Background: an optimization exercise with open tools, aiming at small area. Do not read the settings as production practice.
RTL that was checked went through simulation tests only; none was proved equivalent to the original.
Function not checked in runs 3, 4, 6 and 7: the RTL went through the layout flow alone.
Power figures rest on the tool's default switching activity, not on a simulated workload.

==> design/flow/flow/run.sh <==
#!/bin/bash
# Standard synthesis; then the combinational logic re-mapped for area by ABC
# with a few scripts, keeping the smallest netlist whose pre-layout timing
# has some slack left (flip-flops untouched); then the standard layout with
# the smallest buffer on the ports. Each tool run logs to a file of its own.
set -euo pipefail
HERE=$(pwd)
PLAT=$FLOW_HOME/platforms/$FLOW_PLATFORM
RES=$HERE/orfs/results/$FLOW_PLATFORM/dc_router_top/base
YOSYS=$FLOW_HOME/../tools/install/yosys/bin/yosys
export LIB=$PLAT/lib/sky130_fd_sc_hd__tt_025C_1v80.lib
export TECH_LEF=$PLAT/lef/sky130_fd_sc_hd.tlef
export SC_LEF=$PLAT/lef/sky130_fd_sc_hd_merged.lef
export TOP=$FLOW_TOP
export SDC=$HERE/constraint.sdc
export DONT_USE=$(awk '/^export DONT_USE_CELLS/{f=1} f{print} f && !/\\$/{f=0}' $PLAT/config.mk | sed 's/export DONT_USE_CELLS *+\?= *//' | tr -d '\\' | tr '\n' ' ')
MARGIN=0.1

bash standard.sh synth > synth.log 2>&1
cp $RES/1_2_yosys.v $HERE/std_synth.v

mkdir -p $HERE/resynth
best=""; best_area=""; best_slack=""
for s in $HERE/flow/abc_*.script; do
  n=$(basename $s .script)
  IN_V=$HERE/std_synth.v OUT_V=$HERE/resynth/$n.v ABC_SCRIPT=$s STAT=$HERE/resynth/$n.stat \
    $YOSYS -c $HERE/flow/resynth.tcl > $HERE/resynth_$n.log 2>&1 || continue
  NET=$HERE/resynth/$n.v openroad -no_init -exit $HERE/flow/sta.tcl > $HERE/sta_$n.log 2>&1 || continue
  area=$(sed -n 's/.*Chip area for module .*: *//p' $HERE/resynth/$n.stat | head -1)
  slack=$(sed -n 's/^SLACK *//p' $HERE/sta_$n.log | tail -1)
  echo "$n area $area slack $slack" >> $HERE/resynth_choice.txt
  if [[ -z "$best" ]] || python3 -c "
import sys
a,s,ba,bs,m=map(float,sys.argv[1:])
ok,bok=s>=m,bs>=m
sys.exit(0 if (ok and (not bok or a<ba)) or (not ok and not bok and s>bs) else 1)" "$area" "$slack" "$best_area" "$best_slack" "$MARGIN"; then
    best=$n; best_area=$area; best_slack=$slack
  fi
done
echo "chosen $best area $best_area slack $best_slack" >> $HERE/resynth_choice.txt
if [[ -n "$best" ]]; then
  cp $HERE/resynth/$best.v $RES/1_2_yosys.v
  rm -f $RES/1_synth.odb $RES/1_synth.sdc
fi
bash standard.sh "BUFFER_PORTS_ARGS=-buffer_cell sky130_fd_sc_hd__buf_1" \
  "CTS_ARGS=-sink_clustering_enable -repair_clock_nets -dont_use_dummy_load -buf_list sky130_fd_sc_hd__clkbuf_8 -sink_clustering_size 40 -sink_clustering_max_diameter 200" \
  finish > finish.log 2>&1
==> design/flow/flow/abc_a3.script <==
strash
dch
amap
==> design/flow/flow/abc_c1.script <==
strash
balance; rewrite; refactor; balance; rewrite; rewrite -z; balance; refactor -z; rewrite -z; balance
dch -f
amap
==> design/flow/flow/abc_c4.script <==
strash
dch
amap
topo
mfs2
strash
dch
amap
topo
mfs2
strash
dch
amap
==> design/flow/flow/abc_c5.script <==
strash
dch -f
amap
topo
mfs2
strash
dch -f
amap
topo
mfs2
strash
dch -f
amap
==> design/flow/flow/abc_c6.script <==
strash
balance; rewrite; refactor; balance; rewrite; rewrite -z; balance; refactor -z; rewrite -z; balance
dch
amap
topo
mfs2
strash
dch
amap
topo
mfs2
strash
dch
amap
==> design/flow/flow/abc_c7.script <==
strash
dch
amap
topo
mfs2 -W 8 -M 5000
strash
dch
amap
topo
mfs2 -W 8 -M 5000
strash
dch
amap
topo
mfs2 -W 8 -M 5000
strash
dch
amap
==> design/flow/flow/abc_f1.script <==
strash
dch
amap
topo
mfs3 -a
strash
dch
amap
==> design/flow/flow/abc_f3.script <==
strash
dc2
dch
amap
topo
mfs2
strash
dc2
dch
amap
==> design/flow/flow/abc_f4.script <==
strash
dch -x
amap -F 2 -A 4
topo
mfs2
strash
dch -x
amap
==> design/flow/flow/abc_f5.script <==
strash
dch
amap
topo
mfs2
strash
dch
amap
topo
mfs2
strash
dch
amap
topo
mfs2
strash
dch
amap
topo
mfs2
strash
dch
amap
==> design/flow/flow/resynth.tcl <==
# Re-map the standard synthesis's combinational logic for area. The flip-flops
# are kept as they are (same cells, same instance names).
set lib $::env(LIB)
yosys read_liberty -overwrite -ignore_miss_func $lib
yosys blackbox sky130_fd_sc_hd__df* sky130_fd_sc_hd__sdf* sky130_fd_sc_hd__edf* sky130_fd_sc_hd__dl*
yosys read_verilog $::env(IN_V)
yosys hierarchy -top $::env(TOP)
yosys flatten
yosys opt -purge
set du {}
foreach c $::env(DONT_USE) { lappend du -dont_use $c }
yosys abc -liberty $lib {*}$du -script $::env(ABC_SCRIPT)
yosys opt_clean -purge
yosys hilomap -singleton -hicell sky130_fd_sc_hd__conb_1 HI -locell sky130_fd_sc_hd__conb_1 LO
yosys splitnets
yosys opt_clean -purge
yosys insbuf -buf sky130_fd_sc_hd__buf_1 A X
yosys tee -o $::env(STAT) stat -liberty $lib
yosys write_verilog -noattr -noexpr -nohex -nodec $::env(OUT_V)
==> design/flow/flow/sta.tcl <==
# Quick pre-layout timing of a candidate netlist (no wires; ports driven and
# loaded through the smallest buffer, as the layout will be).
read_lef $::env(TECH_LEF)
read_lef $::env(SC_LEF)
read_liberty $::env(LIB)
read_verilog $::env(NET)
link_design $::env(TOP)
read_sdc $::env(SDC)
set_driving_cell -lib_cell sky130_fd_sc_hd__buf_1 [delete_from_list [all_inputs] [get_ports clk]]
set_load 0.012 [all_outputs]
report_checks -path_delay max -fields {fanout cap slew}
puts "SLACK [sta::worst_slack -max]"
==> design/flow/standard.sh <==
#!/bin/bash
# synth_recipe.tcl (not shown) runs the flow's synth.tcl, then flattens the netlist and writes it again
# the make line also repeats each setting of config.mk as NAME=value (left out here)
make -C /OpenROAD-flow-scripts/flow DESIGN_CONFIG=/design/flow/config.mk WORK_HOME=/design/flow/orfs CLKGATE_MAP_FILE= SYNTH_SCRIPT=/design/flow/synth_recipe.tcl "${@:-finish}"
==> design/flow/config.mk <==
export PLATFORM = sky130hd
export DESIGN_NAME = dc_router_top
export DESIGN_NICKNAME = dc_router_top
export VERILOG_FILES = /design/flow/design.v
export SDC_FILE = /design/flow/constraint.sdc
export NUM_CORES = 4
export LEC_CHECK = 0
export ABC_AREA = 1
export CAP_MARGIN = 5
export CORE_MARGIN = 2
export CORE_UTILIZATION = 40
export SLEW_MARGIN = 5
==> design/flow/constraint.sdc <==
create_clock -name core_clock -period 10.0 [get_ports {clk}]
set_input_delay 2.0000 -clock core_clock [delete_from_list [all_inputs] [get_ports {clk}]]
set_output_delay 2.0000 -clock core_clock [all_outputs]
set_load 0.01 [all_outputs]
==> design/flow/design.v <==
module dc_router_top (clk, reset, instruction, offset, filesize, acc_done, fft_enable, fir_enable, data_bus_in, data_bus_out, fft_data_in, fir_data_in, fft_data_out, fir_data_out, to_fft_empty, to_fft_full, from_fft_empty, from_fft_full, to_fir_empty, to_fir_full, from_fir_empty, from_fir_full, fft_put_req, fft_get_req, fir_put_req, fir_get_req, ram_read_enable, ram_write_enable, addr);
input clk, reset, to_fft_full, to_fft_empty, from_fft_full, from_fft_empty, to_fir_full, to_fir_empty, from_fir_full, from_fir_empty;
input [31:0] instruction, offset, filesize;
input [31:0] fft_data_in, fir_data_in;
output acc_done, fft_enable, fir_enable, fft_put_req, fft_get_req, fir_put_req, fir_get_req, ram_read_enable, ram_write_enable;
output [31:0] addr;
output [31:0] fft_data_out, fir_data_out;
input [31:0] data_bus_in;
output [31:0] data_bus_out;
reg prev1, prev2;           
reg valid_reg, acc_done_reg;
reg sel_fir_q;              
reg [15:0] rcnt, wcnt;      
reg rdone, wdone;           
wire hi_zero = ~|instruction[31:2];
wire is1 = hi_zero & ~instruction[1] & instruction[0];
wire is2 = hi_zero & instruction[1] & ~instruction[0];
wire fft_read_done  = rdone & ~sel_fir_q;
wire fft_write_done = wdone & ~sel_fir_q;
wire fir_read_done  = rdone & sel_fir_q;
wire fir_write_done = wdone & sel_fir_q;
wire fft_finished = fft_read_done & fft_write_done;
wire fir_finished = fir_read_done & fir_write_done;
wire finished = rdone & wdone;
wire changed = (is1 & ~prev1) | (is2 & ~prev2);
wire valid = changed | (valid_reg & ~finished);
assign fft_enable = ~reset & is1 & valid & ~fft_finished;
assign fir_enable = ~reset & is2 & valid & ~fir_finished;
assign acc_done = ~reset & (finished | (acc_done_reg & ~(valid & (is1 | is2))));
reg fft_to, fft_from, fir_to, fir_from;
always @(*)
begin
	case ({to_fft_empty, to_fft_full, from_fft_empty, from_fft_full})
	4'b0000: {fft_to, fft_from} = 2'b01;
	4'b0001: {fft_to, fft_from} = 2'b01;
	4'b0010: {fft_to, fft_from} = 2'b10;
	4'b0100: {fft_to, fft_from} = 2'b01;
	4'b0101: {fft_to, fft_from} = 2'b01;
	4'b1000: {fft_to, fft_from} = 2'b10;
	4'b1001: {fft_to, fft_from} = 2'b01;
	4'b1010: {fft_to, fft_from} = 2'b10;
	default: {fft_to, fft_from} = 2'b00;
	endcase
	case ({to_fir_empty, to_fir_full, from_fir_empty, from_fir_full})
	4'b0000: {fir_to, fir_from} = 2'b01;
	4'b0001: {fir_to, fir_from} = 2'b01;
	4'b0010: {fir_to, fir_from} = 2'b10;
	4'b0100: {fir_to, fir_from} = 2'b01;
	4'b0101: {fir_to, fir_from} = 2'b01;
	4'b1000: {fir_to, fir_from} = 2'b10;
	4'b1001: {fir_to, fir_from} = 2'b01;
	4'b1010: {fir_to, fir_from} = 2'b10;
	default: {fir_to, fir_from} = 2'b00;
	endcase
end
wire data_to_fft   = fft_enable & fft_to;
wire data_from_fft = fft_enable & fft_from;
wire data_to_fir   = fir_enable & fir_to;
wire data_from_fir = fir_enable & fir_from;
assign fft_put_req = data_to_fft & ~fft_read_done & ~fft_write_done;
assign fft_get_req = data_from_fft & (fft_read_done | ~fft_write_done);
assign fir_put_req = data_to_fir & ~fir_read_done & ~fir_write_done & ~fft_write_done;
assign fir_get_req = data_from_fir & (fir_read_done | (~fir_write_done & ~fft_write_done));
assign ram_read_enable = fft_put_req | fir_put_req;
assign ram_write_enable = fft_get_req | fir_get_req;
assign fft_data_out = data_to_fft ? data_bus_in : 32'b0;
assign fir_data_out = data_to_fir ? data_bus_in : 32'b0;
assign data_bus_out = data_from_fft ? fft_data_in : (data_from_fir ? fir_data_in : 32'b0);
wire enabled = fft_enable | fir_enable;
wire go_read = data_to_fft | data_to_fir;
wire go_write = data_from_fft | data_from_fir;
wire go = go_read | go_write;
wire same = is1 ^ sel_fir_q;
wire dir_read = sel_fir_q ? fir_to : fft_to;
wire [15:0] sel_cnt = dir_read ? rcnt : wcnt;
wire [15:0] target = filesize[15:0] - {15'b0, is1};
wire target_zero = ~|target;
wire req = same ? (rcnt == target) : target_zero;
wire weq = same ? (wcnt == target) : target_zero;
wire [15:0] inc = same ? sel_cnt + 16'd1 : 16'd1;
wire inc_r = go_read & ~req;
wire inc_w = go_write & ~weq;
wire keep_r = enabled & same & ~inc_r;
wire keep_w = enabled & same & ~inc_w;
wire [16:0] sum_lo = {1'b0, offset[15:0]} + {1'b0, sel_cnt};
wire carry = same & sum_lo[16];
wire [15:0] prop;
genvar i;
generate
	for (i = 0; i < 16; i = i + 1) begin : g_prop
		if (i == 0) begin : g0
			assign prop[i] = carry;
		end else begin : gi
			assign prop[i] = carry & (&offset[15+i:16]);
		end
	end
endgenerate
wire [15:0] sum_hi = offset[31:16] ^ prop;
assign addr = go ? {sum_hi, same ? sum_lo[15:0] : offset[15:0]} : 32'b0;
always @(posedge clk)
begin
	prev1 <= is1;
	prev2 <= is2;
	valid_reg <= ~reset & valid;
	acc_done_reg <= acc_done;
	sel_fir_q <= fir_enable;
	rdone <= enabled & req;
	wdone <= enabled & weq;
	rcnt <= ({16{inc_r}} & inc) | ({16{keep_r}} & rcnt);
	wcnt <= ({16{inc_w}} & inc) | ({16{keep_w}} & wcnt);
end
endmodule
==> run summary, run 1 <==
* Clock group share of total power at 0.287
* Final Cycle Share at 0.9450
* Share of layout cells above drive strength 1 at 0.03494
* Clock sink count at 39
* Comb power frac at 0.258
* Crit Path Max Fanout at 16
* RSZ-0062 raised after global routing: no
* Critical path endpoint: addr[30]
* Min Clock Period, post-route at 9.450 ns
* Final wirelength at 21,080 um
* GR Util met2 at 0.5475
* Fin nets at 1,177
* Cells after Synth at roughly 630
* Largest regs: rcnt: 16 flops, wcnt: 16 flops
* Post-Syn Area at between 3000 and 4000 um2
* Post-detail-place hpwl at 17,580 um
* Setup TNS at 0 ns
* Worst-Margin Slew at 0.8545 ns
* Core Rows at 35
* Met3 Use GR at 0.1715
* Number of buffers added on ports at 322
* Post-DP Area at 5366 um2
* Initial antenna violation count at 0
* Drt pass-1 iters at 7
* CTS tree: yes
* Synth warnings at 1
* Reg-to-reg endpoint: rcnt[11]
* Critical Path AT at between 7 and 8 ns
* Worst setup startpoint: to_fir_empty
* Core Region at 9328 um2
* P_leak at 1.731 nW
* Ant. Diodes at 0
* Synthesized area per cell at 6.151 um2
* Die Width at roughly 100 um
* Worst min-delay path class: reg2reg
* Die Y at 102.6 um
* Total track usage at 0.3823
* Final total power at 0.3416 mW
* Cts bufs inserted at 5
* Global-route wire length before repair at 30,080 um
* Fillers at 1,014
* Clock Latency Late Sink at 0.29 ns
* DRT iter0 DRCs at 515
* Int Power at roughly 0.23 mW
* Max Cap Viol at 0
* Syn Nets at 834
* Reg power frac at 0.454
* DRT antenna net count at 0
* Hold_buf cts at 0
* Power Density at ~62 nW/um2
* Final Skew at 0.01911 ns
* R2R Path Start: sel_fir_q
* NetSw at 0.1091 mW
* Clock-pin slew on the worst setup and hold paths at 0.07 ns
* Vias in the first global route at 5,509
* Htree depth at 2
* Peak VDD IR at 44.72 uV
* Outcome: timing/DRC/antenna clean
* Max Fclk at 0.1058 GHz
* CP Class: in2out
* CP required at 8.00 ns
* Critical path launch point type: primary input
* Starting density of the core at 0.4168
* Total Die Area at 10,520 um2
* Layer with the highest usage: met2
* Crit end category: output pin
* Clock root buffer master: clkbuf_8
* Slew Limit Fails at 0
* Final worst setup slack at 0.5498 ns
* Slew HR at 0.4256
* Place WS at 0.04209 ns
* Vias at 6,322
* Hold slack final at 0.4925 ns
* Layout area overhead at 41.65%
* Final instance area at 5507 um2
* Grt met1 use at 0.5195
* GP Congestion at 1.056
* Largest net degree at the start of global routing at 35
* I/O Pins at 339
* Worst R2R Setup Slack at 5.18 ns
* Net Sw Frac at 0.3194
* Routed WL per cell at 19.13 um
* GR Overflow Total at 0
* Setup violators final at 0
* # DRC at 0
* Final hold vios at 0
* Reg2Reg Depth at 20
* Longest Clk Path Bufs at 2
* Average via count per standard cell at 5.737
==> through the flow <==
stage	utilization	std cells
floorplan	-	632
global placement	0.5753	1094
detailed placement	0.5753	1094
CTS	0.5827	1099
global route	0.5903	1102
finish	0.5903	1102
==> critical path, cell delays in order <==
cell and delay [ns]:
buf_1 0.15, nor2_1 0.07, or3_1 0.39, o22ai_4 0.18
buf_12 0.18, o22ai_1 0.13, o21ai_0 0.31, o21a_1 0.21
a21oi_1 0.10, nor2_1 0.10, nor2_1 0.09, nor3_2 0.15
nor3_1 0.10, nor4_2 0.33, nor2_2 0.11, nor4_2 0.21
nor4_1 0.11, a311oi_1 0.37, and3_1 0.25, and3_1 0.20
and3_1 0.20, and3_1 0.20, and3_1 0.21, and3_4 0.24
and3_2 0.24, nor2_1 0.06, a211oi_2 0.34, clkbuf_2 0.20
==> power groups by stage <==
stage / logic (mW) / registers [mW] / clock network (mW)
after CTS: 0.0837 / 0.155 / 0.0983
after detailed placement: 0.0832 / 0.159 / 0
after global placement: 0.0817 / 0.159 / 0
after floorplan: 0.0355 / 0.159 / 0
after global routing: 0.0967 / 0.155 / 0.103
final: 0.0883 / 0.155 / 0.0982
==> worst min path at each step <==
stage	cells after the start	slack (ns)	startpoint	to
5_1_grt	2	0.51	rcnt[10]	rcnt[10]
4_1_cts	2	0.49	wcnt[2]	wcnt[2]
3_3_place_gp	2	0.47	rcnt[11]	rcnt[11]
6_report	2	0.49	wcnt[2]	wcnt[2]
3_5_place_dp	2	0.48	rcnt[2]	rcnt[2]
2_1_floorplan	2	0.46	rcnt[8]	rcnt[8]
==> final cells by class <==
class / instances / area [um2] / area share
repair buffers: 336 / 1328 / 0.2411
well taps: 129 / 161.4 / 0.02931
flip-flops and latches: 39 / 780.7 / 0.1418
multi-input cells: 479 / 2740 / 0.4976
clock buffers: 5 / 68.82 / 0.01250
inverters: 114 / 427.9 / 0.07771
==> cells in the final DEF, fill, tap and decap left out, types with 8 or more instances in the layout <==
master      n
dfxtp_1    39
nor3_1     21
buf_1     321
clkinv_1  112
and3_1     10
o22ai_1    60
buf_4      13
nor2_1    139
nand2_1    38
a21oi_1    24
a22o_1     32
o221a_1     9
o21ai_0    40
nor4_1     11
o221ai_1    8
==> metal layers <==
metal,part of all wire,up-vias
met2,0.42,372
met3,0.15,37
met5,0.0031,-
met1,0.41,2921
met4,0.021,2
li1,-,2990
==> what timing repair did <==
item / in CTS / in global routing
buffers inserted: 0 / 3
setup endpoints to repair: 0 / 5
gates resized for setup: 0 / 14
==> run 2: changes to the inputs <==
--- a/design/flow/config.mk
+++ b/design/flow/config.mk
@@ -6,7 +6,10 @@
 export NUM_CORES = 4
 export LEC_CHECK = 0
 export ABC_AREA = 1
-export CAP_MARGIN = 5
+export CAP_MARGIN = 20
 export CORE_MARGIN = 2
 export CORE_UTILIZATION = 40
-export SLEW_MARGIN = 5
+export CTS_BUF_LIST = sky130_fd_sc_hd__clkbuf_8
+export CTS_CLUSTER_DIAMETER = 200
+export CTS_CLUSTER_SIZE = 40
+export SLEW_MARGIN = 20
==> run summary, run 2 <==
* Ant. Diodes at 0 (unchanged)
* Share of layout cells above drive strength 1 at 0.03494 (unchanged)
* Core Rows at 35 (unchanged)
* Min Clock Period, post-route at 9.450 ns (unchanged)
* Final Cycle Share at 0.9450 (unchanged)
* CP Class: in2out (unchanged)
* Total track usage at 0.3823 (unchanged)
* Vias at 6,322 (unchanged)
* Post-detail-place hpwl at 17,580 um (unchanged)
* Worst-Margin Slew at 0.8545 ns (unchanged)
* DRT antenna net count at 0 (unchanged)
* Starting density of the core at 0.4168 (unchanged)
* GR Overflow Total at 0 (unchanged)
* Crit end category: output pin (unchanged)
* Outcome: timing/DRC/antenna clean (unchanged)
* Worst min-delay path class: reg2reg (unchanged)
* Routed WL per cell at 19.13 um (unchanged)
* Clock-pin slew on the worst setup and hold paths at 0.07 ns (about the same)
* Critical path launch point type: primary input (unchanged)
* Initial antenna violation count at 0 (unchanged)
* Clock Latency Late Sink at 0.29 ns (about the same)
* CP required at 8.00 ns (about the same)
* Largest net degree at the start of global routing at 35 (unchanged)
* Core Region at 9328 um2 (unchanged)
* Setup TNS at 0 ns (unchanged)
* Average via count per standard cell at 5.737 (unchanged)
* Synth warnings at 1 (unchanged)
* Htree depth at 2 (unchanged)
* Die Width at 102.6 um (unchanged)
* Multi-input gate area at 2740 um2 (unchanged)
* Fillers at 1,014 (unchanged)
* Crit Path Max Fanout at 16 (unchanged)
* Max Fclk at 0.1058 GHz (unchanged)
* Clock sink count at 39 (unchanged)
* Slew HR at 0.4256 (unchanged)
* Vias in the first global route at 5,509 (unchanged)
* Cts bufs inserted at 5 (unchanged)
* Slew Limit Fails at 0 (unchanged)
* Hold_buf cts at 0 (unchanged)
* Power Density at 62.04 nW/um2 (unchanged)
* Cells after Synth at 632 (unchanged)
* Clock root buffer master: clkbuf_8 (unchanged)
* Finished Core Util at 0.5903 (unchanged)
* Number of buffers added on ports at 322 (unchanged)
* Largest regs: rcnt: 16 flops, wcnt: 16 flops (unchanged)
* Post-Syn Area at 3887 um2 (unchanged)
* Final Skew at 0.01911 ns (unchanged)
* Final hold vios at 0 (unchanged)
* Synthesized area per cell at 6.151 um2 (unchanged)
* Final wirelength at 21,080 um (unchanged)
* P_leak at 1.731 nW (unchanged)
* Global-route wire length before repair at 30,080 um (unchanged)
* Fin nets at 1,177 (unchanged)
* Sequential standard cell area at 780.7 um2 (unchanged)
* Syn Nets at 834 (unchanged)
* Longest Clk Path Bufs at 2 (unchanged)
* Most frequent cells in the layout: 321 x buf_1, 139 x nor2_1, 112 x clkinv_1 (unchanged)
* CTS tree: yes (unchanged)
* GP Congestion at 1.056 (unchanged)
* Total Die Area at 10,520 um2 (unchanged)
* Critical Path AT at 7.45 ns (about the same)
* Die Y at 102.6 um (unchanged)
* Layout area overhead at 41.65% (unchanged)
* RSZ-0062 raised after global routing: no (unchanged)
* DRT iter0 DRCs at 515 (unchanged)
* Setup violators final at 0 (unchanged)
* Max Cap Viol at 0 (unchanged)
* Drt pass-1 iters at 7 (unchanged)
* Most common cell after layout, fill and taps aside: buf_1 (unchanged)
* Peak VDD IR at 44.72 uV (unchanged)
* # DRC at 0 (unchanged)
* I/O Pins at 339 (unchanged)
[run 2: cell counts in the layout (fill, tap and decap cells not counted)]
No cell type changed its count.
[run 2: final timing paths]
kind | from | end | slack (ns) | depth (start not counted)
max reg2reg | sel_fir_q | rcnt[11] | 5.18 | 20
min | wcnt[2] | wcnt[2] | 0.49 | 2
min reg2reg | wcnt[2] | wcnt[2] | 0.49 | 2
max | to_fir_empty | addr[30] | 0.55 | 28
[run 2: critical path, stage by stage]
cell	delay, ns
buf_1	0.15
nor2_1	0.07
or3_1	0.39
o22ai_4	0.18
buf_12	0.18
o22ai_1	0.13
o21ai_0	0.31
o21a_1	0.21
a21oi_1	0.10
nor2_1	0.10
nor2_1	0.09
nor3_2	0.15
nor3_1	0.10
nor4_2	0.33
nor2_2	0.11
nor4_2	0.21
nor4_1	0.11
a311oi_1	0.37
and3_1	0.25
and3_1	0.20
and3_1	0.20
and3_1	0.20
and3_1	0.21
and3_4	0.24
and3_2	0.24
nor2_1	0.06
a211oi_2	0.34
clkbuf_2	0.20
[run 2: through the flow]
| stage | area [um2] | hold WS, ns | power (mW) | setup slack, ns | std cells |
|---|---|---|---|---|---|
| after floorplan | 3887 | 0.4592 | 0.1943 | 0.5049 | 632 |
| after global placement | 5366 | 0.4705 | 0.2405 | 0.1508 | 1094 |
| after detailed placement | 5366 | 0.4823 | 0.2420 | 0.04209 | 1094 |
| after CTS | 5435 | 0.4944 | 0.3371 | 0.02518 | 1099 |
| after global routing | 5507 | 0.5080 | 0.3546 | 0.07536 | 1102 |
| final | 5507 | 0.4925 | 0.3416 | 0.5498 | 1102 |
[run 2: what timing repair did]
action	CTS	global route
setup endpoints to repair	0	5
resized for setup	0	14
setup buffers	0	3
[run 2: power breakdown]
group	total, mW	internal (mW)	leakage (nW)	switching, mW
clock network	0.0982	0.0450	0.0359	0.0531
logic	0.0883	0.0323	1.38	0.0560
registers	0.155	0.155	0.314	0.00000000000211
[run 2: layout make-up]
type                    count  share of cell area
multi-input cells         479              0.4976
repair buffers            336              0.2411
flip-flops and latches     39              0.1418
inverters                 114             0.07771
well taps                 129             0.02931
clock buffers               5             0.01250
[run 2: metal layers]
| metal | track usage | vias to the layer above | share of wire |
|---|---|---|---|
| met5 | 0.04808 | - | 0.0031 |
| met4 | 0.09641 | 2 | 0.021 |
| met3 | 0.1715 | 37 | 0.15 |
| met2 | 0.5475 | 372 | 0.42 |
| met1 | 0.5195 | 2921 | 0.41 |
| li1 | - | 2990 | - |
==> run 3: changes to the inputs <==
--- a/design/flow/design.v
+++ b/design/flow/design.v
@@ -84,18 +84,8 @@
 wire keep_w = enabled & same & ~inc_w;
 wire [16:0] sum_lo = {1'b0, offset[15:0]} + {1'b0, sel_cnt};
 wire carry = same & sum_lo[16];
-wire [15:0] prop;
-genvar i;
-generate
-	for (i = 0; i < 16; i = i + 1) begin : g_prop
-		if (i == 0) begin : g0
-			assign prop[i] = carry;
-		end else begin : gi
-			assign prop[i] = carry & (&offset[15+i:16]);
-		end
-	end
-endgenerate
-wire [15:0] sum_hi = offset[31:16] ^ prop;
+wire [15:0] hi_inc = offset[31:16] + 16'd1;
+wire [15:0] sum_hi = carry ? hi_inc : offset[31:16];
 assign addr = go ? {sum_hi, same ? sum_lo[15:0] : offset[15:0]} : 32'b0;
 always @(posedge clk)
 begin
==> run summary, run 3 <==
* Vias in the first global route at 5,419 (was 5,509)
* Post-Syn Area at 3920 um2 (was 3887 um2)
* Final total power at 0.3348 mW (was 0.3416 mW)
* CP Class: in2out (unchanged)
* Setup violators final at 0 (unchanged)
* Comb power frac at 0.244 (was 0.258)
* Setup TNS at 0 ns (unchanged)
* Hold Crit Start: rcnt[13] (was wcnt[2])
* WHS Path Cells at 2 (unchanged)
* Starting density of the core at 0.4067 (was 0.4168)
* Final worst setup slack at 0.4697 ns (was 0.5498 ns)
* CP required at 8.00 ns (about the same)
* Layout area overhead at 40.98% (was 41.65%)
* Crit Path Max Fanout at 6 (was 16)
* Global-route wire length before repair at 27,890 um (was 30,080 um)
* Slew Limit Fails at 0 (unchanged)
* Clock sink count at 39 (unchanged)
* Min Clock Period, post-route at 9.530 ns (was 9.450 ns)
* GP Congestion at 0.9475 (was 1.056)
* DRT antenna net count at 0 (unchanged)
* GR Overflow Total at 0 (unchanged)
* Reg-to-reg endpoint: rcnt[5] (was rcnt[11])
* Total Die Area at 10,610 um2 (was 10,520 um2)
* Max Fclk at 0.1049 GHz (was 0.1058 GHz)
* Max Cap Viol at 0 (unchanged)
* Vias at 6,309 (was 6,322)
* Slew HR at 0.1847 (was 0.4256)
* I/O Pins at 339 (unchanged)
* CTS tree: yes (unchanged)
* R2R Path Start: sel_fir_q (unchanged)
* Crit end category: output pin (unchanged)
* Routed WL per cell at 18.08 um (was 19.13 um)
* Core Region at 9639 um2 (was 9328 um2)
* Core Rows at 36 (was 35)
* Int Power at 0.2322 mW (was 0.2325 mW)
* DRT iter0 DRCs at 427 (was 515)
* Hold slack final at 0.5077 ns (was 0.4925 ns)
* Cells after Synth at 632 (unchanged)
* Power Density at 60.58 nW/um2 (was 62.04 nW/um2)
* # DRC at 0 (unchanged)
* Final hold vios at 0 (unchanged)
* Final Cycle Share at 0.9530 (was 0.9450)
* Most frequent cells in the layout: 322 x buf_1, 141 x nor2_1, 123 x clkinv_1 (was 321 x buf_1, 139 x nor2_1, 112 x clkinv_1)
* P_leak at 1.711 nW (was 1.731 nW)
* Outcome: timing/DRC/antenna clean (unchanged)
* Syn Nets at 834 (unchanged)
* Die Y at 103.0 um (was 102.6 um)
* Critical path's slowest cell: or3_1 (unchanged)
* Critical path launch point type: primary input (unchanged)
* Cts bufs inserted at 5 (unchanged)
* Number of buffers added on ports at 322 (unchanged)
* Clock Latency Late Sink at 0.30 ns (was 0.29 ns)
* Largest regs: rcnt: 16 flops, wcnt: 16 flops (unchanged)
* Hold Path Sink: rcnt[13] (was wcnt[2])
* Fillers at 1,057 (was 1,014)
* Fin nets at 1,175 (was 1,177)
* Synth warnings at 1 (unchanged)
* Worst R2R Setup Slack at 5.18 ns (about the same)
* Drt pass-1 iters at 5 (was 7)
* Worst min-delay path class: reg2reg (unchanged)
* NetSw at 0.1026 mW (was 0.1091 mW)
* Net Sw Frac at 0.3064 (was 0.3194)
* Clock group share of total power at 0.292 (was 0.287)
* Longest Clk Path Bufs at 2 (unchanged)
* Average via count per standard cell at 5.674 (was 5.737)
* Synthesized area per cell at 6.203 um2 (was 6.151 um2)
* Most common cell after layout, fill and taps aside: buf_1 (unchanged)
* Die Width at 103.0 um (was 102.6 um)
* Place WS at 0.1773 ns (was 0.04209 ns)
* Critical Path AT at 7.53 ns (was 7.45 ns)
* Initial antenna violation count at 8 (was 0)
* Reg2Reg Depth at 16 (was 20)
* Reg power frac at 0.464 (was 0.454)
* Total track usage at 0.3532 (was 0.3823)
* Final wirelength at 20,100 um (was 21,080 um)
* Peak VDD IR at 47.13 uV (was 44.72 uV)
* Largest net degree at the start of global routing at 35 (unchanged)
* Post-detail-place hpwl at 16,690 um (was 17,580 um)
* Htree depth at 2 (unchanged)
* Slowest stage delay, CP at 0.37 ns (was 0.39 ns)
* Share of layout cells above drive strength 1 at 0.02781 (was 0.03494)
* Clock-pin slew on the worst setup and hold paths at 0.08 ns (was 0.07 ns)
* Clock root buffer master: clkbuf_8 (unchanged)
* Worst-Margin Slew at 1.213 ns (was 0.8545 ns)
* Most Frequent Cell on Critical Path: and3_1 (unchanged)
* Final Skew at 0.01822 ns (was 0.01911 ns)
[run 3: worst max path at each step]
stage                              start        to  slack [ns]  cells past startpoint
after floorplan            from_fir_full  addr[31]        0.31                     29
after global placement     from_fir_full  addr[31]        0.24                     32
after detailed placement  from_fir_empty  addr[31]        0.18                     33
after CTS                 from_fir_empty  addr[31]        0.15                     33
after global routing      from_fir_empty  addr[31]       -0.05                     33
final                     from_fir_empty  addr[31]        0.47                     33
[run 3: cell type report]
class / instances / area [um2] / area share
Multi-Input combinational cell: 469 / 2723 / 0.4926
Clock buffer: 5 / 68.82 / 0.01245
Timing Repair Buffer: 334 / 1303 / 0.2357
Tap cell: 133 / 166.4 / 0.03011
Antenna cell: 8 / 20.02 / 0.003622
Sequential cell: 39 / 780.7 / 0.1413
Inverter: 124 / 465.4 / 0.08422
[run 3: stage by stage]
step | utilization | std cells | instance area (um2)
floorplan | - | 632 | 3920
global route | 0.5731 | 1111 | 5524
detailed placement | 0.5569 | 1095 | 5368
CTS | 0.5640 | 1100 | 5436
global placement | 0.5569 | 1095 | 5368
finish | 0.5733 | 1112 | 5527
[run 3: worst max-delay path, delay by kind of cell]
kind,cells,cell delay (ns)
buffers and inverters,6,0.83
AND/OR/NAND/NOR,18,3.17
AO/OA/AOI/OAI,9,1.52
[run 3: power by group through the flow]
stage / logic (mW) / registers [mW] / clock network (mW)
6_report: 0.0817 / 0.155 / 0.0978
5_1_grt: 0.0908 / 0.155 / 0.106
4_1_cts: 0.0777 / 0.155 / 0.0993
3_5_place_dp: 0.0774 / 0.159 / 0
3_3_place_gp: 0.0753 / 0.159 / 0
2_1_floorplan: 0.0339 / 0.159 / 0
[run 3: timing repair]
item	in CTS	in global routing
hold buffers	0	0
buffers inserted	0	4
setup endpoints to repair	0	6
gates resized for setup	0	8
[run 3: metal layers]
| layer | vias to the layer above | wire length (um) | part of all wire | GRT usage |
|---|---|---|---|---|
| li1 | 3021 | - | - | - |
| met1 | 2899 | 7500 | 0.37 | 0.4066 |
| met2 | 334 | 9583 | 0.48 | 0.5869 |
| met3 | 53 | 2001 | 0.10 | 0.09085 |
| met4 | 2 | 998 | 0.050 | 0.2136 |
| met5 | - | 16 | 0.00080 | 0 |
==> run 4: changes to the inputs <==
--- a/design/flow/design.v
+++ b/design/flow/design.v
@@ -70,10 +70,11 @@
 wire go_read = data_to_fft | data_to_fir;
 wire go_write = data_from_fft | data_from_fir;
 wire go = go_read | go_write;
-wire same = is1 ^ sel_fir_q;
+wire ins_fft = instruction[0];
+wire same = ins_fft ^ sel_fir_q;
 wire dir_read = sel_fir_q ? fir_to : fft_to;
 wire [15:0] sel_cnt = dir_read ? rcnt : wcnt;
-wire [15:0] target = filesize[15:0] - {15'b0, is1};
+wire [15:0] target = filesize[15:0] - {15'b0, ins_fft};
 wire target_zero = ~|target;
 wire req = same ? (rcnt == target) : target_zero;
 wire weq = same ? (wcnt == target) : target_zero;
@@ -82,11 +83,22 @@
 wire inc_w = go_write & ~weq;
 wire keep_r = enabled & same & ~inc_r;
 wire keep_w = enabled & same & ~inc_w;
-wire [16:0] sum_lo = {1'b0, offset[15:0]} + {1'b0, sel_cnt};
-wire carry = same & sum_lo[16];
-wire [15:0] hi_inc = offset[31:16] + 16'd1;
-wire [15:0] sum_hi = carry ? hi_inc : offset[31:16];
-assign addr = go ? {sum_hi, same ? sum_lo[15:0] : offset[15:0]} : 32'b0;
+wire [15:0] cnt_g = same ? sel_cnt : 16'b0;
+wire [16:0] cy;
+wire [16:0] hc;
+assign cy[0] = 1'b0;
+assign hc[0] = cy[16];
+genvar i;
+generate
+	for (i = 0; i < 16; i = i + 1) begin : g_lo
+		assign cy[i+1] = (offset[i] & cnt_g[i]) | (cy[i] & (offset[i] | cnt_g[i]));
+		assign addr[i] = go & (offset[i] ^ cnt_g[i] ^ cy[i]);
+	end
+	for (i = 0; i < 16; i = i + 1) begin : g_hi
+		assign hc[i+1] = hc[i] & offset[16+i];
+		assign addr[16+i] = go & (offset[16+i] ^ hc[i]);
+	end
+endgenerate
 always @(posedge clk)
 begin
 	prev1 <= is1;
--- a/design/flow/flow/run.sh
+++ b/design/flow/flow/run.sh
@@ -14,7 +14,7 @@
 export TOP=$FLOW_TOP
 export SDC=$HERE/constraint.sdc
 export DONT_USE=$(awk '/^export DONT_USE_CELLS/{f=1} f{print} f && !/\\$/{f=0}' $PLAT/config.mk | sed 's/export DONT_USE_CELLS *+\?= *//' | tr -d '\\' | tr '\n' ' ')
-MARGIN=0.1
+MARGIN=-0.5
 
 bash standard.sh synth > synth.log 2>&1
 cp $RES/1_2_yosys.v $HERE/std_synth.v
==> run summary, run 4 <==
* Core Rows at 35 (was 36)
* Fin nets at 1,179 (was 1,175)
* Slew Limit Fails at 0 (unchanged)
* Largest net degree at the start of global routing at 35 (unchanged)
* CTS tree: yes (unchanged)
* Final Skew at 0.01079 ns (was 0.01822 ns)
* Reg-to-reg endpoint: wcnt[6] (was rcnt[5])
* Final total power at 0.3426 mW (was 0.3348 mW)
* Critical path launch point type: primary input (unchanged)
* Post-Syn Area at 3715 um2 (was 3920 um2)
* Final Cycle Share at 0.9547 (was 0.9530)
* Place WS at -0.1237 ns (was 0.1773 ns)
* Routed wl met3 at 2684 um (was 2001 um)
* DR top layer: met4 (was met5)
* Syn Nets at 824 (was 834)
* Final worst setup slack at 0.4533 ns (was 0.4697 ns)
* I/O Pins at 339 (unchanged)
* Slew HR at 0.2904 (was 0.1847)
* DRT antenna net count at 0 (unchanged)
* Average via count per standard cell at 5.689 (was 5.674)
* Finished Core Util at 0.6007 (was 0.5733)
* Clock root buffer master: clkbuf_8 (unchanged)
* Starting density of the core at 0.4078 (was 0.4067)
* # DRC at 0 (unchanged)
* Cells after Synth at 622 (was 632)
* Final hold vios at 0 (unchanged)
* Initial antenna violation count at 2 (was 8)
* Final wirelength at 20,460 um (was 20,100 um)
* Peak VDD IR at 50.90 uV (was 47.13 uV)
* Global-route wire length before repair at 28,910 um (was 27,890 um)
* Total Die Area at 10,070 um2 (was 10,610 um2)
* Die Y at 100.4 um (was 103.0 um)
* Drt pass-1 iters at 5 (unchanged)
* Hold Crit Start: rcnt[4] (was rcnt[13])
* Max Cap Viol at 0 (unchanged)
* Vias at 6,195 (was 6,309)
* Wl on met1 at 8588 um (was 7500 um)
* P_leak at 1.813 nW (was 1.711 nW)
* R2R Path Start: sel_fir_q (unchanged)
* Crit Path Max Fanout at 4 (was 6)
* Clock sink count at 39 (unchanged)
* Worst min-delay path class: reg2reg (unchanged)
* Setup violators final at 0 (unchanged)
* Reg2Reg Depth at 18 (was 16)
* DRT iter0 DRCs at 501 (was 427)
* Largest regs: rcnt: 16 flops, wcnt: 16 flops (unchanged)
* Max Fclk at 0.1047 GHz (was 0.1049 GHz)
* Core Region at 9109 um2 (was 9639 um2)
* Most Frequent Cell on Critical Path: nor2_1 (was and3_1)
* Htree depth at 2 (unchanged)
* CP required at 8.00 ns (about the same)
* Outcome: timing/DRC/antenna clean (unchanged)
* WHS Path Cells at 2 (unchanged)
* Hold slack final at 0.4998 ns (was 0.5077 ns)
* Longest Clk Path Bufs at 2 (unchanged)
* Total track usage at 0.3780 (was 0.3532)
* GR Overflow Total at 0 (unchanged)
* Post-detail-place hpwl at 17,120 um (was 16,690 um)
* Most common cell after layout, fill and taps aside: buf_1 (unchanged)
* Power Density at 62.62 nW/um2 (was 60.58 nW/um2)
* Worst-Margin Slew at 1.058 ns (was 1.213 ns)
* Vias in the first global route at 5,323 (was 5,419)
* Setup TNS at 0 ns (unchanged)
* Synth warnings at 1 (unchanged)
* Min Clock Period, post-route at 9.547 ns (was 9.530 ns)
* Critical path's slowest cell: nor3_1 (was or3_1)
* Slowest stage delay, CP at 0.30 ns (was 0.37 ns)
* Clock Latency Late Sink at 0.29 ns (was 0.30 ns)
* Crit end category: output pin (unchanged)
* Most frequent cells in the layout: 321 x buf_1, 155 x nor2_1, 120 x clkinv_1 (was 322 x buf_1, 141 x nor2_1, 123 x clkinv_1)
* Number of buffers added on ports at 322 (unchanged)
* Cts bufs inserted at 5 (unchanged)
* Hold_buf cts at 0 (unchanged)
* Critical Path AT at 7.55 ns (was 7.53 ns)
* Layout area overhead at 47.29% (was 40.98%)
* Synthesized area per cell at 5.972 um2 (was 6.203 um2)
* GP Congestion at 1.006 (was 0.9475)
* Detailed route wirelength on metal2 at 8754 um (was 9583 um)
* Routed WL per cell at 18.79 um (was 18.08 um)
* Worst R2R Setup Slack at 4.73 ns (was 5.18 ns)
* CP Class: in2out (unchanged)
* Die Width at 100.4 um (was 103.0 um)
* Hold Path Sink: rcnt[4] (was rcnt[13])
* Clock-pin slew on the worst setup and hold paths at 0.07 ns (was 0.08 ns)
* Share of layout cells above drive strength 1 at 0.06462 (was 0.02781)
## run 4: how the worst max path moves through the flow
stage / startpoint / end / depth (start not counted)
3_5_place_dp: to_fir_full / addr[31] / 46
3_3_place_gp: to_fir_full / addr[31] / 46
5_1_grt: to_fir_full / addr[31] / 46
6_report: to_fir_full / addr[28] / 44
4_1_cts: to_fir_full / addr[31] / 46
2_1_floorplan: instruction[0] / addr[31] / 41
## run 4: final cells by class
| class | instances | area, um2 |
|---|---|---|
| tap | 111 | 138.9 |
| clock buffer | 5 | 68.82 |
| antenna | 3 | 7.507 |
| timing repair buffer | 348 | 1409 |
| fill | 991 | 3637 |
| multi-input combinational | 461 | 2608 |
| inverter | 122 | 459.2 |
| sequential | 39 | 780.7 |
## run 4: timing repair
| action | in CTS | in global routing |
|---|---|---|
| pin swaps | 2 | 8 |
| gates resized for setup | 7 | 34 |
| endpoints found under the setup margin | 4 | 12 |
| setup buffers | 1 | 3 |
## run 4: stage by stage
step	area (um2)	cells
2_1_floorplan	3721	622
3_3_place_gp	5250	1077
3_5_place_dp	5250	1077
4_1_cts	5343	1083
5_1_grt	5469	1088
6_report	5472	1089
## run 4: per-layer routing
| layer | global-route usage | vias to the layer above |
|---|---|---|
| met5 | 0 | - |
| met4 | 0.07798 | 0 |
| met3 | 0.1337 | 41 |
| met2 | 0.5648 | 367 |
| met1 | 0.5265 | 2846 |
| li1 | - | 2941 |
## run 4: worst max-delay path, delay by kind of cell
family | cells | cell delay [ns]
and+or+nand+nor | 25 | 2.99
buffers and inverters | 3 | 0.48
AOI/OAI and AO/OA | 16 | 2.09
## run 4: where the power goes
part	leakage [nW]	total (mW)	switching, mW	internal [mW]
Sequential	0.314	0.155	0.00000000000366	0.155
Combinational	1.46	0.0893	0.0550	0.0343
Clock	0.0360	0.0981	0.0531	0.0451
Total	1.81	0.343	0.108	0.235
==> run 5: changes to the inputs <==
--- a/design/flow/design.v
+++ b/design/flow/design.v
@@ -78,12 +78,12 @@
 wire target_zero = ~|target;
 wire req = same ? (rcnt == target) : target_zero;
 wire weq = same ? (wcnt == target) : target_zero;
-wire [15:0] inc = same ? sel_cnt + 16'd1 : 16'd1;
 wire inc_r = go_read & ~req;
 wire inc_w = go_write & ~weq;
 wire keep_r = enabled & same & ~inc_r;
 wire keep_w = enabled & same & ~inc_w;
 wire [15:0] cnt_g = same ? sel_cnt : 16'b0;
+wire [15:0] inc = cnt_g + 16'd1;
 wire [16:0] cy;
 wire [16:0] hc;
 assign cy[0] = 1'b0;
==> design/flow/flow/run.sh (replaced) <==
#!/bin/bash
set -euo pipefail
HERE=$(pwd)
PLAT=$FLOW_HOME/platforms/$FLOW_PLATFORM
RES=$HERE/orfs/results/$FLOW_PLATFORM/dc_router_top/base
export YOSYS=$FLOW_HOME/../tools/install/yosys/bin/yosys
export LIB=$PLAT/lib/sky130_fd_sc_hd__tt_025C_1v80.lib
export TECH_LEF=$PLAT/lef/sky130_fd_sc_hd.tlef
export SC_LEF=$PLAT/lef/sky130_fd_sc_hd_merged.lef
export TOP=$FLOW_TOP
export SDC=$HERE/constraint.sdc
export DONT_USE=$(awk '/^export DONT_USE_CELLS/{f=1} f{print} f && !/\\$/{f=0}' $PLAT/config.mk | sed 's/export DONT_USE_CELLS *+\?= *//' | tr -d '\\' | tr '\n' ' ')

bash standard.sh synth > synth.log 2>&1
cp $RES/1_2_yosys.v $HERE/std_synth.v

mkdir -p $HERE/resynth $HERE/abcpool
python3 $HERE/flow/abc_pool.py $HERE/abcpool
ls $HERE/abcpool/*.abc | xargs -P ${NUM_CORES:-4} -I{} bash $HERE/flow/try_one.sh {} $HERE > $HERE/resynth_results.txt 2> $HERE/resynth_errors.log || true
best=$(awk '$2 > 0 && $3 > -90 { d = 0.2 - $3; if (d < 0) d = 0; c = $2 + 400 * d; print c, $1, $2, $3 }' $HERE/resynth_results.txt | sort -n | head -1)
echo "chosen: $best" > $HERE/resynth_choice.txt
n=$(echo "$best" | awk '{print $2}')
if [[ -n "$n" ]]; then
  cp $HERE/resynth/$n.v $RES/1_2_yosys.v
  rm -f $RES/1_synth.odb $RES/1_synth.sdc
fi
bash standard.sh "BUFFER_PORTS_ARGS=-buffer_cell sky130_fd_sc_hd__buf_1" \
  "CTS_ARGS=-sink_clustering_enable -repair_clock_nets -dont_use_dummy_load -buf_list sky130_fd_sc_hd__clkbuf_8 -sink_clustering_size 40 -sink_clustering_max_diameter 200" \
  finish > finish.log 2>&1
==> design/flow/flow/abc_pool.py (new file) <==
# Writes the ABC scripts that the flow tries when re-mapping the logic for area:
# combinations of pre-optimisation, choice computation and amap/mfs passes.
import sys, os
out = sys.argv[1]
os.makedirs(out, exist_ok=True)
pre = ["strash", "strash\ndc2",
       "strash\nbalance\nrewrite\nrefactor\nbalance\nrewrite\nrewrite -z\nbalance\nrefactor -z\nrewrite -z\nbalance",
       "strash\ndrw\ndrf\ndc2", "strash\nifraig\ndc2"]
ch = ["dch", "dch -f", "dch -p"]
post = ["", "topo\nmfs2\nstrash\n{ch}\namap", "topo\nmfs2\nstrash\ndc2\n{ch}\namap",
        "topo\nmfs3\nstrash\n{ch}\namap",
        "topo\nmfs2\nstrash\n{ch}\namap\ntopo\nmfs2\nstrash\n{ch}\namap"]
n = 0
for p in pre:
    for c in ch:
        for q in post:
            n += 1
            s = p + "\n" + c + "\namap\n" + (q.format(ch=c) + "\n" if q else "")
            with open(os.path.join(out, "s%02d.abc" % n), "w") as f:
                f.write(s)
==> design/flow/flow/try_one.sh (new file) <==
#!/bin/bash
# Re-map the standard netlist with one ABC script and time it; prints
# "name area slack". Logs go to resynth/NAME.*.log.
s=$1; HERE=$2
n=$(basename $s .abc)
R=$HERE/resynth
IN_V=$HERE/std_synth.v OUT_V=$R/$n.v ABC_SCRIPT=$s STAT=$R/$n.stat \
  timeout 300 $YOSYS -c $HERE/flow/resynth.tcl > $R/$n.yosys.log 2>&1 || { echo "$n 0 -99"; exit 0; }
NET=$R/$n.v timeout 300 openroad -no_init -exit $HERE/flow/sta.tcl > $R/$n.sta.log 2>&1 || { echo "$n 0 -99"; exit 0; }
a=$(sed -n 's/.*Chip area for module .*: *//p' $R/$n.stat | head -1)
sl=$(sed -n 's/^SLACK *//p' $R/$n.sta.log | tail -1)
echo "$n ${a:-0} ${sl:--99}"
removed: design/flow/flow/abc_a3.script
removed: design/flow/flow/abc_c1.script
removed: design/flow/flow/abc_c4.script
removed: design/flow/flow/abc_c5.script
removed: design/flow/flow/abc_c6.script
removed: design/flow/flow/abc_c7.script
removed: design/flow/flow/abc_f1.script
removed: design/flow/flow/abc_f3.script
removed: design/flow/flow/abc_f4.script
removed: design/flow/flow/abc_f5.script
==> run summary, run 5 <==
* Critical Path AT at 7.44 ns (was 7.55 ns)
* Hold slack final at 0.4961 ns (was 0.4998 ns)
* Power Density at 63.06 nW/um2 (was 62.62 nW/um2)
* Most frequent cells in the layout: 322 x buf_1, 149 x clkinv_1, 147 x nor2_1 (was 321 x buf_1, 155 x nor2_1, 120 x clkinv_1)
* Final total power at 0.3393 mW (was 0.3426 mW)
* Syn Nets at 832 (was 824)
* I/O Pins at 339 (unchanged)
* Average via count per standard cell at 5.463 (was 5.689)
* Final wirelength at 20,200 um (was 20,460 um)
* Hold_buf cts at 0 (unchanged)
* CP Class: in2out (unchanged)
* Starting density of the core at 0.4104 (was 0.4078)
* DRT iter0 DRCs at 450 (was 501)
* Layout area overhead at 41.87% (was 47.29%)
* Slowest stage delay, CP at 0.27 ns (was 0.30 ns)
* Die Width at 101.4 um (was 100.4 um)
* Clock-pin slew on the worst setup and hold paths at 0.07 ns (about the same)
* DRT antenna net count at 0 (unchanged)
* Max Cap Viol at 0 (unchanged)
* Crit Path Max Fanout at 5 (was 4)
* Fillers at 992 (was 991)
* Crit end category: output pin (unchanged)
* Routed WL per cell at 18.40 um (was 18.79 um)
* Worst min-delay path class: reg2reg (unchanged)
* Post-Syn Area at 3792 um2 (was 3715 um2)
* Outcome: timing/DRC/antenna clean (unchanged)
* Global-route wire length before repair at 28,770 um (was 28,910 um)
* Setup TNS at 0 ns (unchanged)
* Vias in the first global route at 5,359 (was 5,323)
* Largest regs: rcnt: 16 flops, wcnt: 16 flops (unchanged)
* Critical path's slowest cell: o221ai_1 (was nor3_1)
* GP Congestion at 0.9657 (was 1.006)
* CP required at 8.00 ns (about the same)
* Synthesized area per cell at 6.020 um2 (was 5.972 um2)
* Setup violators final at 0 (unchanged)
* # DRC at 0 (unchanged)
* Max Fclk at 0.1059 GHz (was 0.1047 GHz)
* Clock sink count at 39 (unchanged)
* Worst-Margin Slew at 0.8662 ns (was 1.058 ns)
* RSZ-0062 raised after global routing: no
* Slew HR at 0.4190 (was 0.2904)
* Longest Clk Path Bufs at 2 (unchanged)
* Clock Latency Late Sink at 0.30 ns (was 0.29 ns)
* Most Frequent Cell on Critical Path: nand2_1 (was nor2_1)
* Core Region at 9240 um2 (was 9109 um2)
* GR Overflow Total at 0 (unchanged)
* Peak VDD IR at 73.63 uV (was 50.90 uV)
* Die Y at 101.4 um (was 100.4 um)
* Most common cell after layout, fill and taps aside: buf_1 (unchanged)
* CTS tree: yes (unchanged)
* Cts bufs inserted at 5 (unchanged)
* Vias at 5,998 (was 6,195)
* Core Rows at 35 (unchanged)
* Largest net degree at the start of global routing at 35 (unchanged)
* Initial antenna violation count at 1 (was 2)
* Slew Limit Fails at 0 (unchanged)
* Number of placed cells counting well taps at 1,091 (was 1,077)
* Total track usage at 0.3704 (was 0.3780)
* Final Skew at 0.01820 ns (was 0.01079 ns)
* P_leak at 1.649 nW (was 1.813 nW)
* Post-detail-place hpwl at 17,140 um (was 17,120 um)
* Final Cycle Share at 0.9444 (was 0.9547)
* Final hold vios at 0 (unchanged)
* Clock root buffer master: clkbuf_8 (unchanged)
* Fin nets at 1,172 (was 1,179)
* Total Die Area at 10,280 um2 (was 10,070 um2)
* Drt pass-1 iters at 5 (unchanged)
* Critical path launch point type: primary input (unchanged)
* Synth warnings at 1 (unchanged)
* Worst R2R Setup Slack at 4.79 ns (was 4.73 ns)
* Share of layout cells above drive strength 1 at 0.02996 (was 0.06462)
* Htree depth at 2 (unchanged)
* Final non-filler cell total at 1,098 (was 1,089)
* Min Clock Period, post-route at 9.444 ns (was 9.547 ns)
* Cells after Synth at 630 (was 622)
* Number of buffers added on ports at 322 (unchanged)
[run 5: final timing paths]
| path | from | to | cells after the start |
|---|---|---|---|
| worst max-delay path | to_fft_full | addr[31] | 30 |
| worst min-delay path | wcnt[2] | wcnt[2] | 2 |
| worst max register to register | sel_fir_q | wcnt[15] | 34 |
| worst min register to register | wcnt[2] | wcnt[2] | 2 |
[run 5: report_power, final]
part	internal [mW]	switching, mW	total (mW)
Sequential	0.155	0.00000000000263	0.155
Clock	0.0451	0.0545	0.0996
Combinational	0.0316	0.0528	0.0845
Total	0.232	0.107	0.339
[run 5: per-layer routing]
layer / routed length, um / share of wire / vias to the layer above / GRT usage
met3: 1964 / 0.097 / 45 / 0.08420
met1: 8805 / 0.44 / 2687 / 0.5086
met2: 8598 / 0.43 / 334 / 0.5599
met4: 835 / 0.041 / 0 / 0.1528
met5: 0 / 0 / - / 0
li1: - / - / 2932 / -
[run 5: layout make-up]
| class | count | area [um2] | share of cell area |
|---|---|---|---|
| flip-flops and latches | 39 | 780.7 | 0.1451 |
| well taps | 129 | 161.4 | 0.03000 |
| inverters | 149 | 559.3 | 0.1040 |
| diodes | 1 | 2.502 | 0.0004651 |
| repair buffers | 333 | 1291 | 0.2400 |
| multi-input cells | 442 | 2516 | 0.4677 |
| clock buffers | 5 | 68.82 | 0.01279 |
[run 5: critical path: cells and delay by family]
family                 cells  cell delay (ns)
AOI/OAI and AO/OA         16             3.21
and+or+nand+nor           12             1.88
buffers and inverters      2             0.32
[run 5: repair_timing]
action                                  CTS  global route
endpoints found under the setup margin    0            10
setup buffers                             0             1
gates resized for setup                   0            13
[run 5: stage by stage]
stage / worst slack, ns / instance area (um2) / utilization
floorplan: 0.6716 / 3792 / -
global placement: 0.3620 / 5254 / 0.5686
detailed placement: 0.1851 / 5254 / 0.5686
CTS: 0.1534 / 5323 / 0.5760
global route: 0.03871 / 5380 / 0.5823
finish: 0.5559 / 5380 / 0.5823
==> run 6: changes to the inputs <==
--- a/design/flow/design.v
+++ b/design/flow/design.v
@@ -78,14 +78,14 @@
 wire target_zero = ~|target;
 wire req = same ? (rcnt == target) : target_zero;
 wire weq = same ? (wcnt == target) : target_zero;
+wire [15:0] inc = same ? sel_cnt + 16'd1 : 16'd1;
 wire inc_r = go_read & ~req;
 wire inc_w = go_write & ~weq;
 wire keep_r = enabled & same & ~inc_r;
 wire keep_w = enabled & same & ~inc_w;
 wire [15:0] cnt_g = same ? sel_cnt : 16'b0;
-wire [15:0] inc = cnt_g + 16'd1;
 wire [16:0] cy;
-wire [16:0] hc;
+wire [0:0] hc;
 assign cy[0] = 1'b0;
 assign hc[0] = cy[16];
 genvar i;
@@ -94,11 +94,9 @@
 		assign cy[i+1] = (offset[i] & cnt_g[i]) | (cy[i] & (offset[i] | cnt_g[i]));
 		assign addr[i] = go & (offset[i] ^ cnt_g[i] ^ cy[i]);
 	end
-	for (i = 0; i < 16; i = i + 1) begin : g_hi
-		assign hc[i+1] = hc[i] & offset[16+i];
-		assign addr[16+i] = go & (offset[16+i] ^ hc[i]);
-	end
 endgenerate
+wire [15:0] hi_inc = offset[31:16] + 16'd1;
+assign addr[31:16] = go ? (hc[0] ? hi_inc : offset[31:16]) : 16'b0;
 always @(posedge clk)
 begin
 	prev1 <= is1;
==> run summary, run 6 <==
* Min Clock Period, post-route at 9.368 ns (was 9.444 ns)
* DRT antenna net count at 0 (unchanged)
* Drt pass-1 iters at 5 (unchanged)
* Post-DP Area at 5235 um2 (was 5254 um2)
* Synth warnings at 1 (unchanged)
* Detailed route wirelength on metal2 at 8740 um (was 8598 um)
* Sequential standard cell area at 780.7 um2 (unchanged)
* GR Overflow Total at 0 (unchanged)
* Final wirelength at 19,630 um (was 20,200 um)
* DRT iter0 DRCs at 453 (was 450)
* Number of buffers added on ports at 322 (unchanged)
* CTS tree: yes (unchanged)
* Peak VDD IR at 46.69 uV (was 73.63 uV)
* Slew Limit Fails at 0 (unchanged)
* Crit Path Max Fanout at 6 (was 5)
* Place WS at 0.01751 ns (was 0.1851 ns)
* GP Congestion at 1.057 (was 0.9657)
* Routed wl met3 at 2151 um (was 1964 um)
* Critical path launch point type: primary input (unchanged)
* Multi-input gate area at 2594 um2 (was 2516 um2)
* Longest Clk Path Bufs at 2 (unchanged)
* Max Fclk at 0.1068 GHz (was 0.1059 GHz)
* Clock sink count at 39 (unchanged)
* Synthesized area per cell at 5.989 um2 (was 6.020 um2)
* Most common cell after layout, fill and taps aside: buf_1 (unchanged)
* Crit end category: output pin (unchanged)
* Fin nets at 1,175 (was 1,172)
* Total track usage at 0.3669 (was 0.3704)
* I/O Pins at 339 (unchanged)
* CP Class: in2out (unchanged)
* Post-detail-place hpwl at 16,470 um (was 17,140 um)
* Worst setup startpoint: to_fft_full (unchanged)
* CP required at 8.00 ns (about the same)
* Critical Path AT at 7.37 ns (was 7.44 ns)
* Global-route wire length before repair at 28,610 um (was 28,770 um)
* Slew HR at 0.4493 (was 0.4190)
* Htree depth at 2 (unchanged)
* Fillers at 1,009 (was 992)
* Hold_buf cts at 0 (unchanged)
* Critical path's slowest cell: o22ai_2 (was o221ai_1)
* Die Y at 101.1 um (was 101.4 um)
* Total Die Area at 10,210 um2 (was 10,280 um2)
* Worst R2R Setup Slack at 5.25 ns (was 4.79 ns)
* DR top layer: met4 (unchanged)
* R2R Path Start: sel_fir_q (unchanged)
* Core Region at 9196 um2 (was 9240 um2)
* Layout area overhead at 42.31% (was 41.87%)
* Initial antenna violation count at 1 (unchanged)
* Worst min-delay path class: reg2reg (unchanged)
* Most frequent cells in the layout: 322 x buf_1, 162 x nor2_1, 120 x clkinv_1 (was 322 x buf_1, 149 x clkinv_1, 147 x nor2_1)
* Worst-Margin Slew at 0.8261 ns (was 0.8662 ns)
* Reg-to-reg endpoint: wcnt[2] (was wcnt[15])
* Vias at 6,066 (was 5,998)
* WHS Path Cells at 2 (unchanged)
* Cts bufs inserted at 5 (unchanged)
* Clock Latency Late Sink at 0.30 ns (about the same)
* Die Width at 101.1 um (was 101.4 um)
* Final hold vios at 0 (unchanged)
* Reg2Reg Depth at 18 (was 34)
* Max Cap Viol at 0 (unchanged)
* Largest regs: rcnt: 16 flops, wcnt: 16 flops (unchanged)
* Starting density of the core at 0.4097 (was 0.4104)
* Final worst setup slack at 0.6323 ns (was 0.5559 ns)
* Post-Syn Area at 3767 um2 (was 3792 um2)
* Setup violators final at 0 (unchanged)
* Largest net degree at the start of global routing at 35 (unchanged)
* Clock-pin slew on the worst setup and hold paths at 0.08 ns (was 0.07 ns)
* Vias in the first global route at 5,309 (was 5,359)
* Final Skew at 0.01262 ns (was 0.01820 ns)
* Share of layout cells above drive strength 1 at 0.03605 (was 0.02996)
* Slowest stage delay, CP at 0.32 ns (was 0.27 ns)
* Syn Nets at 831 (was 832)
* Clock root buffer master: clkbuf_8 (unchanged)
* # DRC at 0 (unchanged)
* Routed WL per cell at 18.12 um (was 18.40 um)
* Cells after Synth at 629 (was 630)
* Hold Crit Start: rcnt[4] (was wcnt[2])
* Average via count per standard cell at 5.601 (was 5.463)
* Hold Path Sink: rcnt[4] (was wcnt[2])
* Core Rows at 35 (unchanged)
* Final Cycle Share at 0.9368 (was 0.9444)
* Final instance area at 5361 um2 (was 5380 um2)
* Outcome: timing/DRC/antenna clean (unchanged)
* Hold slack final at 0.4987 ns (was 0.4961 ns)
* P_leak at 1.718 nW (was 1.649 nW)
* Wl on met1 at 8292 um (was 8805 um)
* Power Density at 62.74 nW/um2 (was 63.06 nW/um2)
## run 6: how the worst max path moves through the flow
stage               slack (ns)        to
global route             -0.02  addr[31]
detailed placement        0.02  addr[31]
floorplan                 0.41  addr[31]
finish                    0.63  addr[29]
CTS                       0.04  addr[31]
global placement          0.27  addr[29]
## run 6: what timing repair did
item | 4_1_cts | 5_1_grt
buffers inserted | 0 | 2
resized for setup | 1 | 11
setup endpoints to repair | 2 | 13
pin swaps | 0 | 3
cloned | 0 | 0
## run 6: per-layer routing
metal,global-route usage,vias to the layer above
li1,-,2936
met1,0.5124,2733
met2,0.5670,361
met3,0.08114,36
met4,0.1019,0
met5,0,-
## run 6: metrics by stage
stage          utilization  power [mW]  std cells  TNS [ns]
3_3_place_gp        0.5693      0.2346       1075         0
2_1_floorplan            -      0.1906        629         0
4_1_cts             0.5769      0.3339       1080         0
5_1_grt             0.5827      0.3521       1082  -0.01970
6_report            0.5830      0.3363       1083         0
3_5_place_dp        0.5693      0.2363       1075         0
## run 6: area by class of cell
type	instances	area share
Antenna cell	1	0.0004667
Clock buffer	5	0.01284
Inverter	121	0.08495
Sequential cell	39	0.1456
Timing Repair Buffer	337	0.2464
Multi-Input combinational cell	469	0.4838
Tap cell	111	0.02590
## run 6: power by group
| part | total (mW) | leakage [nW] | switching, mW | internal, mW |
|---|---|---|---|---|
| Combinational | 0.0811 | 1.37 | 0.0500 | 0.0311 |
| Sequential | 0.155 | 0.314 | 0.00000000000283 | 0.155 |
| Clock | 0.100 | 0.0360 | 0.0551 | 0.0451 |
| Total | 0.336 | 1.72 | 0.105 | 0.231 |
## run 6: worst max-delay path: cells and delay by family
kind            cells  cell delay (ns)
buf+inv             3             0.53
simple gates       17             2.56
compound gates     14             2.27
==> run 7: changes to the inputs <==
--- a/design/flow/config.mk
+++ b/design/flow/config.mk
@@ -8,8 +8,5 @@
 export ABC_AREA = 1
 export CAP_MARGIN = 20
 export CORE_MARGIN = 2
-export CORE_UTILIZATION = 40
-export CTS_BUF_LIST = sky130_fd_sc_hd__clkbuf_8
-export CTS_CLUSTER_DIAMETER = 200
-export CTS_CLUSTER_SIZE = 40
+export CORE_UTILIZATION = 60
 export SLEW_MARGIN = 20
==> run summary, run 7 <==
* Outcome: stopped before the end (was timing/DRC/antenna clean)
* Stage reached: I/O pin placement (3_2_place_iop)
* Tool error: [ERROR PPL-0024] Number of IO pins (339) exceeds maximum number of available positions (292). Increase the die perimeter from 332.96um to 461.04um.
* Synthesized area per cell at 5.989 um2 (unchanged)
* Post-Syn Area at 3767 um2 (unchanged)
* Synth warnings at 1 (unchanged)
* Core Rows at 28 (was 35)
* Starting density of the core at 0.6289 (was 0.4097)
* Cells after Synth at 629 (unchanged)
* Die Width at 83.24 um (was 101.1 um)
* Syn Nets at 831 (unchanged)
* Die Y at 83.24 um (was 101.1 um)

-- re-timing with driven ports --
No port has a modelled driver above. Below, the same layouts with a new extraction and two added sets of constraints. Step 1: set_driving_cell puts a clkbuf_16 on clk and a buf_2 on each other input, an assumption about the parent block. Step 2 adds t to the input delays and takes it off the output delays; t is the mean of the earliest and latest rising clock arrival at the registers after step 1. Input paths then give back, and output paths get back, about the clock's delay inside the block. Three values: ideal ports, drivers, drivers and shift; two values: the first two.
run	shift t [ns]	setup WS [ns]	hold WS [ns]	worst register clock-pin slew, ns	cell pins on the clock port's net
run 1	0.320	0.550 / 0.517 / 0.517	0.492 / 0.492 / 0.492	0.08 / 0.08	1
run 2	0.320	0.550 / 0.517 / 0.517	0.492 / 0.492 / 0.492	0.08 / 0.08	1
run 3	0.322	0.470 / 0.406 / 0.406	0.508 / 0.508 / 0.508	0.08 / 0.08	1
run 4	0.308	0.453 / 0.422 / 0.422	0.500 / 0.500 / 0.500	0.08 / 0.08	1
run 5	0.319	0.556 / 0.535 / 0.535	0.496 / 0.496 / 0.496	0.09 / 0.09	1
run 6	0.325	0.632 / 0.609 / 0.609	0.499 / 0.499 / 0.499	0.08 / 0.08	1
After both steps every run listed still meets setup and hold. The setup slack of run 3, which loses most, moves by -0.064 ns with the drivers and by -0.064 ns with both steps.
